Background: an optimization exercise with open tools, aiming at small area, a short achievable clock period and few clock cycles per item. Do not read the settings as production practice. Function was checked by simulation only, so behaviour that the tests miss may differ from the original. No activity file was given, so power comes from the tool's default toggle rates.

File: design/flow/run.sh
#!/bin/bash
# synth_recipe.tcl (not shown) runs the flow's synth.tcl, then flattens the netlist and writes it again
# the make line also repeats each setting of config.mk as NAME=value (left out here)
make -C /OpenROAD-flow-scripts/flow DESIGN_CONFIG=/design/flow/config.mk WORK_HOME=/design/flow/orfs CLKGATE_MAP_FILE= SYNTH_SCRIPT=/design/flow/synth_recipe.tcl finish
File: design/flow/config.mk
export PLATFORM = sky130hd
export DESIGN_NAME = RSA_TOP
export DESIGN_NICKNAME = RSA_TOP
export VERILOG_FILES = /design/flow/design.v
export SDC_FILE = /design/flow/constraint.sdc
export NUM_CORES = 4
export LEC_CHECK = 0
export CAP_MARGIN = 20
export CORE_MARGIN = 2
export CORE_UTILIZATION = 40
export SLEW_MARGIN = 20
File: design/flow/constraint.sdc
create_clock -name core_clock -period 110.0 [get_ports {clk}]
set_input_delay 22.0000 -clock core_clock [delete_from_list [all_inputs] [get_ports {clk}]]
set_output_delay 22.0000 -clock core_clock [all_outputs]
set_load 0.01 [all_outputs]
File: design/flow/design.v
module RSA_IP #(parameter WIDTH = 3) (
    IN_P, IN_Q, IN_E,
    OUT_N, OUT_D
);
input  [WIDTH-1:0]   IN_P, IN_Q;
input  [WIDTH*2-1:0] IN_E;
output [WIDTH*2-1:0] OUT_N, OUT_D;
wire  [WIDTH*2-1:0] OUT_N;
wire  signed[WIDTH*2-1:0] OUT_D;
wire [WIDTH-1:0] P;
wire [WIDTH-1:0] Q;
wire [WIDTH*2-1:0] N;
wire signed[WIDTH*2-1:0] Phi;
assign OUT_N = IN_P*IN_Q;
assign Phi = (IN_P-1)*(IN_Q-1);
wire signed[WIDTH*2-1:0]remainder [1:WIDTH*2];
wire signed[WIDTH*2-1:0]quotient [1:WIDTH*2];
wire checkDone [1:WIDTH*2];
wire signed[WIDTH*2-1:0] A [1:WIDTH*2];
wire signed[WIDTH*2-1:0] B [1:WIDTH*2];
genvar level_idx,iter_idx;
genvar iter_idx2;
generate
	for(level_idx = 1; level_idx<=1; level_idx=level_idx+1)begin: level_l
		if(level_idx ==1)begin: if_lv_1
			for(iter_idx = 1 ; iter_idx<=6; iter_idx = iter_idx+1)begin : iter_l
				wire checkOne;
				if(iter_idx==1)begin
					assign remainder[1] = Phi % IN_E;
					assign quotient[1] = Phi / IN_E;
					assign checkOne = remainder[1]==1;
					assign checkDone[1] = 0;
					assign A[1] = (checkOne)?1:B[2];
					assign B[1] = (checkOne)?(-1*quotient[1]):(A[2] + B[2] * -1 *quotient[1]);
					assign OUT_D = (B[1][WIDTH*2-1]==1)? B[1]+Phi:B[1];
				end
				else if(iter_idx==2)begin
					assign remainder[2] = (IN_E) % (remainder[1]);
					assign quotient[2] = (IN_E) / (remainder[1]);
					assign checkOne = remainder[2]==1;
					assign checkDone[2] = (checkDone[1] || level_l[1].if_lv_1.iter_l[1].checkOne);
					assign A[2] = (checkOne)?1:((checkDone[2])?0:B[3]);
					assign B[2] = (checkOne)?(-1*quotient[2]):((checkDone[2])?0:(A[3] + B[3] * -1 *quotient[2]));
				end
				else begin
					assign remainder[iter_idx] = (remainder[iter_idx-2]) % (remainder[iter_idx-1]);
					assign quotient[iter_idx] = (remainder[iter_idx-2]) / (remainder[iter_idx-1]);
					assign checkOne = remainder[iter_idx]==1;
					assign checkDone[iter_idx] = (checkDone[iter_idx-1] || level_l[1].if_lv_1.iter_l[iter_idx-1].checkOne);
					assign A[iter_idx] = (checkOne)?1:((checkDone[iter_idx])?0:B[iter_idx+1]);
					assign B[iter_idx] = (checkOne)?(-1*quotient[iter_idx]):((checkDone[iter_idx])?0:(A[iter_idx+1] + B[iter_idx+1] * -1 *quotient[iter_idx]));
				end
			end
		end
	end
endgenerate
endmodule
module RSA_TOP (
    clk, rst_n, in_valid,
    in_p, in_q, in_e, in_c,
    out_valid, out_m
);
input clk, rst_n, in_valid;
input [3:0] in_p, in_q;
input [7:0] in_e, in_c;
output reg out_valid;
output reg [7:0] out_m;
parameter IDLE = 4'd0;
parameter RD = 4'd1;
parameter IDLE2 = 4'd4;
parameter Set_C = 4'd6;
parameter OP = 4'd2;
parameter IDLE3 = 4'd5;
parameter DONE = 4'd3;
integer i;
reg [3:0] state_cs,state_ns;
reg [7:0] counter;
reg [3:0] round_counter;
reg [3:0]in_p_reg;
reg [3:0]in_q_reg;
reg [7:0]in_e_reg;
reg [7:0]in_c_reg[0:7];
reg [7:0]OUT_N_reg;
reg [7:0]OUT_D_reg;
reg [7:0]tmp_mod1;
wire doneRD,doneOP,doneOUTPUT,doneDecrypt;
assign doneRD = counter==7;
assign doneOP = counter==OUT_D_reg;
assign doneOUTPUT = counter==8;
assign doneDecrypt = round_counter==8;
wire signed[7:0] OUT_N,OUT_D;
RSA_IP #(.WIDTH(4)) I_RSA_IP ( .IN_P(in_p_reg), .IN_Q(in_q_reg), .IN_E(in_e_reg), .OUT_N(OUT_N), .OUT_D(OUT_D) );
always@(posedge clk or negedge rst_n)begin
	if(!rst_n)
		state_cs<=IDLE;
	else 
		state_cs<=state_ns;
end
always@(*)begin
	case(state_cs)
		IDLE:state_ns = in_valid?RD:IDLE;
		RD : state_ns = doneRD?IDLE2:RD;
		IDLE2:state_ns = doneDecrypt?IDLE3:Set_C;
		Set_C:state_ns = OP;
		OP : state_ns = doneOP?IDLE2:OP;
		IDLE3: state_ns = DONE;
		DONE:state_ns = doneOUTPUT?IDLE:DONE;
		default:state_ns = state_cs;
	endcase
end
always@(posedge clk or negedge rst_n)begin
	if(!rst_n)
		counter<=0;
	else if(state_ns==IDLE || state_ns==IDLE2 || state_ns==IDLE3)
		counter<=0;
	else if(state_ns==RD || state_ns ==OP || state_ns==DONE)
		counter<=counter+1;
end
always@(posedge clk or negedge rst_n)begin
	if(!rst_n)
		round_counter<=0;
	else if(state_ns == IDLE)
		round_counter<=0;
	else if(state_ns==IDLE2 && state_cs==OP)
		round_counter<=round_counter+1;
end
always@(posedge clk or negedge rst_n)begin
	if(!rst_n)
		OUT_N_reg<=0;
	else if(state_cs==RD && counter==7)
		OUT_N_reg<=OUT_N;
end
always@(posedge clk or negedge rst_n)begin
	if(!rst_n)
		OUT_D_reg<=0;
	else if(state_cs==RD && counter==7)
		OUT_D_reg<=OUT_D;
end
always@(posedge clk or negedge rst_n)begin
	if(!rst_n)
		in_p_reg<=0;
	else if(state_ns==RD && state_cs==IDLE)
		in_p_reg<=in_p;
end
always@(posedge clk or negedge rst_n)begin
	if(!rst_n)
		in_q_reg<=0;
	else if(state_ns==RD && state_cs==IDLE)
		in_q_reg<=in_q;
end
always@(posedge clk or negedge rst_n)begin
	if(!rst_n)
		in_e_reg<=0;
	else if(state_ns==RD && state_cs==IDLE)
		in_e_reg<=in_e;
end
always@(posedge clk or negedge rst_n)begin
	if(!rst_n)
		for(i=0;i<8;i=i+1)
			in_c_reg[i]<=0;
	else if(state_ns==RD || state_cs==RD)
		in_c_reg[counter]<=in_c;
	else if(state_cs==OP && state_ns==IDLE2)
		in_c_reg[round_counter]<=tmp_mod1;
end
reg [7:0]choose_val;
reg [7:0]tmp_out1;
reg [7:0]tmp_out2;
reg [15:0]tmp_out3;
reg [7:0] round_c;
always@(posedge clk or negedge rst_n)begin
	if(!rst_n)
		round_c<=0;
	else if(state_ns==Set_C)
		round_c<=tmp_out1;
end
always@(*)begin
	if(state_ns== Set_C)
		choose_val = in_c_reg[round_counter];
	else if(state_ns==OP && counter==0)
		choose_val = 1;
	else if(state_ns==OP)
		choose_val = tmp_mod1;
	else
		choose_val = 0;
end
always@(posedge clk or negedge rst_n)begin
	if(!rst_n)
		tmp_mod1<=0;
	else if(state_ns==OP)
		tmp_mod1<=tmp_out3;
end
always@(*)begin
	tmp_out1 = choose_val % OUT_N_reg;
end
always@(*)begin
	tmp_out3 = (tmp_out1*round_c) % OUT_N_reg;
end
always@(posedge clk or negedge rst_n)begin
	if(!rst_n)
		out_m<=0;
	else if(state_ns==IDLE)
		out_m<=0;
	else if(state_ns==DONE)
		out_m<=in_c_reg[counter];
end
always@(posedge clk or negedge rst_n)begin
	if(!rst_n)
		out_valid<=0;
	else if(state_ns==IDLE)
		out_valid<=0;
	else if(state_ns==DONE)
		out_valid<=1;
end
endmodule
==> impl_metrics.yaml <==
outcome:
  outcome: "complete, no violations"
power:
  p_seq_frac: 0
  power_leader: "combinational logic"
  clock_power_mw: 0.0599
  p_int_mw: 256.4
  p_sw_mw: 359.1
  p_per_area_nw_per_um2: 13520
  powerComb_mw: 615
  clkPwrFrac: 0
  powerSeq_mw: 0.110
  power_frac_comb: 1.000
  power.leakage_nw: 20.44
  peakVddDrop_uv: 9938
  switching_share: 0.5834
job:
  maxCapViolations: 0
worst_setup_path:
  max_stage_delay_ns: 0.67
  startpoint_type: "register"
  ff2ff_setup_slack_ns: 6.40
  critPathBufInv: 52
  crit_start: "in_q_reg[2]$_DFFE_PN0P_"
  cp_data_required_time_ns: 110.28
  crit_type: "reg2reg"
  critPathCapture: "OUT_D_reg[4]$_DFFE_PN0P_"
  path_common_cell: "ha_1"
  rr_startpoint: "in_q_reg[2]$_DFFE_PN0P_"
  path_delay_family: "compound AO/OA/AOI/OAI gates"
  worstSetupEndpointType: "register"
  reg2reg_depth: 518
  crit_fanout: 20
  r2r-end: "OUT_D_reg[4]$_DFFE_PN0P_"
  cp.arrival_ns: 103.88
  worst_path_max_delay_cell: "or4b_2"
  path_depth: 518
clocking:
  insertion_delay_ns: 0.43
  clk_pin_slew_worst_paths_ns: 0.07
  cts.sinks: 137
  cts_tree: "yes"
  clock_path_buffers: 2
  numCtsBuffers: 17
  h-tree-depth: 4
  cts_hold_buf: 0
  cts-root-buf: "clkbuf_16"
hold_path:
  hold_class: "reg2reg"
  hold_path_startpoint: "out_m[3]$_DFFE_PN0P_"
  hold_path_end: "out_m[3]$_DFFE_PN0P_"
  min_path_cells: 1
cells_and_area:
  stdcell_area_um2: 45530
  nets: 6192
  synthToLayoutAreaGrowth_pct: 12.89
  final_layout_size_suffix_gt1_frac: 0.1427
  final_cells: 6765
  largest_register_ffs: 64
  utilization: 0.4553
yosys:
  yosysSeqAreaShare: 0.08500
  synth_top_area_frac: 0.1759
  async_reset_ff_frac: 1.000
  yosysMostFrequentCell: "ha_1"
  synth.avg_cell_area_um2: 7.674
  synthCells: 5256
  yosys_warnings: 19
  synth-xor-area-share: 0.08956
  ys_ff_latch: 137
  synth_compound_area_frac: 0.2420
  synth-main-ff-cell: "dfrtp_1"
  synth_edf_count: 0
  synth_top_family_by_area: "adder cells"
  syn_nets: 5995
  synthAdderAreaFrac: 0.2484
  synth_common_cells: "567 x ha_1, 489 x nor2_1, 479 x nand2_1"
  synth.largest_area_cell: "ha_1"
  syn_area_um2: 40330
  synth_mux_area_frac: 0.05689
  synthSimpleGateAreaFrac: 0.2256
  ys_types: 127
  yosys-top-cells-area: "ha_1 18%, dfrtp_1 8.5%, fa_1 7.2%"
detailed_routing:
  routed_wl_mm: 132.9
  antenna_left: 0
  vias: 40360
  first_iter_violations: 3258
  drc_errors: 0
  drtPass1Iterations: 6
  via_per_inst: 5.966
  routedWlPerCell_um: 19.64
floorplan:
  rows: 116
  core_area_um2: 100000
  die_w_um: 321.5
  die_y_um: 321.5
  dieArea_um2: 103400
  initial_core_util: 0.4033
  ioPinCount: 36
sta:
  fin_skew_ns: 0.02145
  setup_viol: 0
  fmax_ghz: 0.009653
  finalHoldWorstSlack_ns: 0.5045
  worstMarginPinSlew_ns: 1.197
  finalHoldViolCount: 0
  fin_crit_sh: 0.9418
  max-slew-margin-rel: 0.1967
  fin_crit_ns: 103.60
  final_max_slew_viol_count: 0
  setup_ws_ns: 6.400
placement:
  port-buffer-count: 35
  place.gp.congestion: 0.9980
  dp_slack_ns: -1.581
  place_area_um2: 43330
  hpwl_mm: 107.6
  dp_cells: 6651
grt:
  overflow: 0
  grt_pass1_vias: 38250
  grt_first_pass_wirelength_mm: 208.3
  track_usage: 0.2477
  antenna_found_initial: 1
  grt_max_degree: 73
## stage by stage
stage               setup TNS (ns)  power (mW)
CTS                              0       567.5
global route                -5.136       625.8
global placement                 0       558.9
floorplan                        0       513.3
finish                           0       615.5
detailed placement          -12.16       562.0
## power groups by stage
stage             Sequential (mW)  Clock, mW  Combinational [mW]
floorplan                  0.0973          0                 513
global placement            0.110          0                 559
## cell families after synthesis
group           Yosys count
simple gates           1862
mux                     210
flops                   137
fa+ha+maj               714
buf+inv                 547
compound gates         1388
xor+xnor                398
## worst min-delay path by stage
stage	endpoint	slack [ns]	cells past startpoint	startpoint
after global placement	out_valid$_DFFE_PN0P_	0.46	1	out_valid$_DFFE_PN0P_
after floorplan	OUT_D_reg[7]$_DFFE_PN0P_	0.47	2	OUT_D_reg[7]$_DFFE_PN0P_
## layout make-up
cell class	instances	area (µm²)
Tap cell	1298	1624
Antenna cell	1	2.502
Clock buffer	17	425.4
Clock inverter	15	196.4
Sequential cell	137	3432
Multi-Input combinational cell	4574	35760
Fill cell	9965	54470
Timing Repair Buffer	332	2606
Inverter	391	1491
## layout by cell type, fill, tap and decap left out, drive strengths merged, types with 29 or more instances in the layout
master	n
a211oi	29
a21o	116
a21oi	288
a31oi	68
and2	91
and3	52
buf	298
clkdlybuf4s50	34
dfrtp	137
fa	145
ha	567
inv	396
mux2	154
mux2i	56
nand2	482
nand2b	82
nand3	119
nand4	60
nor2	493
nor2b	90
nor3	204
o211ai	48
o21a	160
o21ai	250
o31ai	92
or2	37
or3	48
xnor2	285
xor2	106
## repair_timing
action                     in CTS  in global routing
pin swaps                       1                 45
gates cloned                    0                  2
setup endpoints to repair       8                  8
buffers inserted                1                 78
gates resized for setup        16                220
## routing by layer
layer,up-vias,track usage,wire (µm)
met1,19350,0.3206,57660
met4,0,0.09086,5637
met5,-,0,0
li1,19500,-,-
met3,289,0.02735,7383
met2,1222,0.4229,62210
Testbench counts, summed over its fixed seeds: cycles 60,096, items 320.

-- static timing again, ports no longer ideal --
Ports are ideal in the flow. The routed layout listed here was re-timed in OpenROAD. Step 1 assumes that a clkbuf_16 drives the clock port and a buf_2 every other input. Step 2 times the ports against the registers' clock, not the clock port: input delays grow and output delays shrink by t, the midpoint of the rising clock arrivals with the driver on. a / b / c = ideal ports / drivers / drivers and shift; a / b = the first two.
shift t [ns]: 0.474
setup WS [ns]: 6.400 / 6.400 / 6.400
worst setup path after step 2: register to register
pins driven straight from the clock port: 1
After both steps this run still meets setup and hold. The setup slack of this run moves by 0.000 ns with the drivers and by 0.000 ns with both steps.
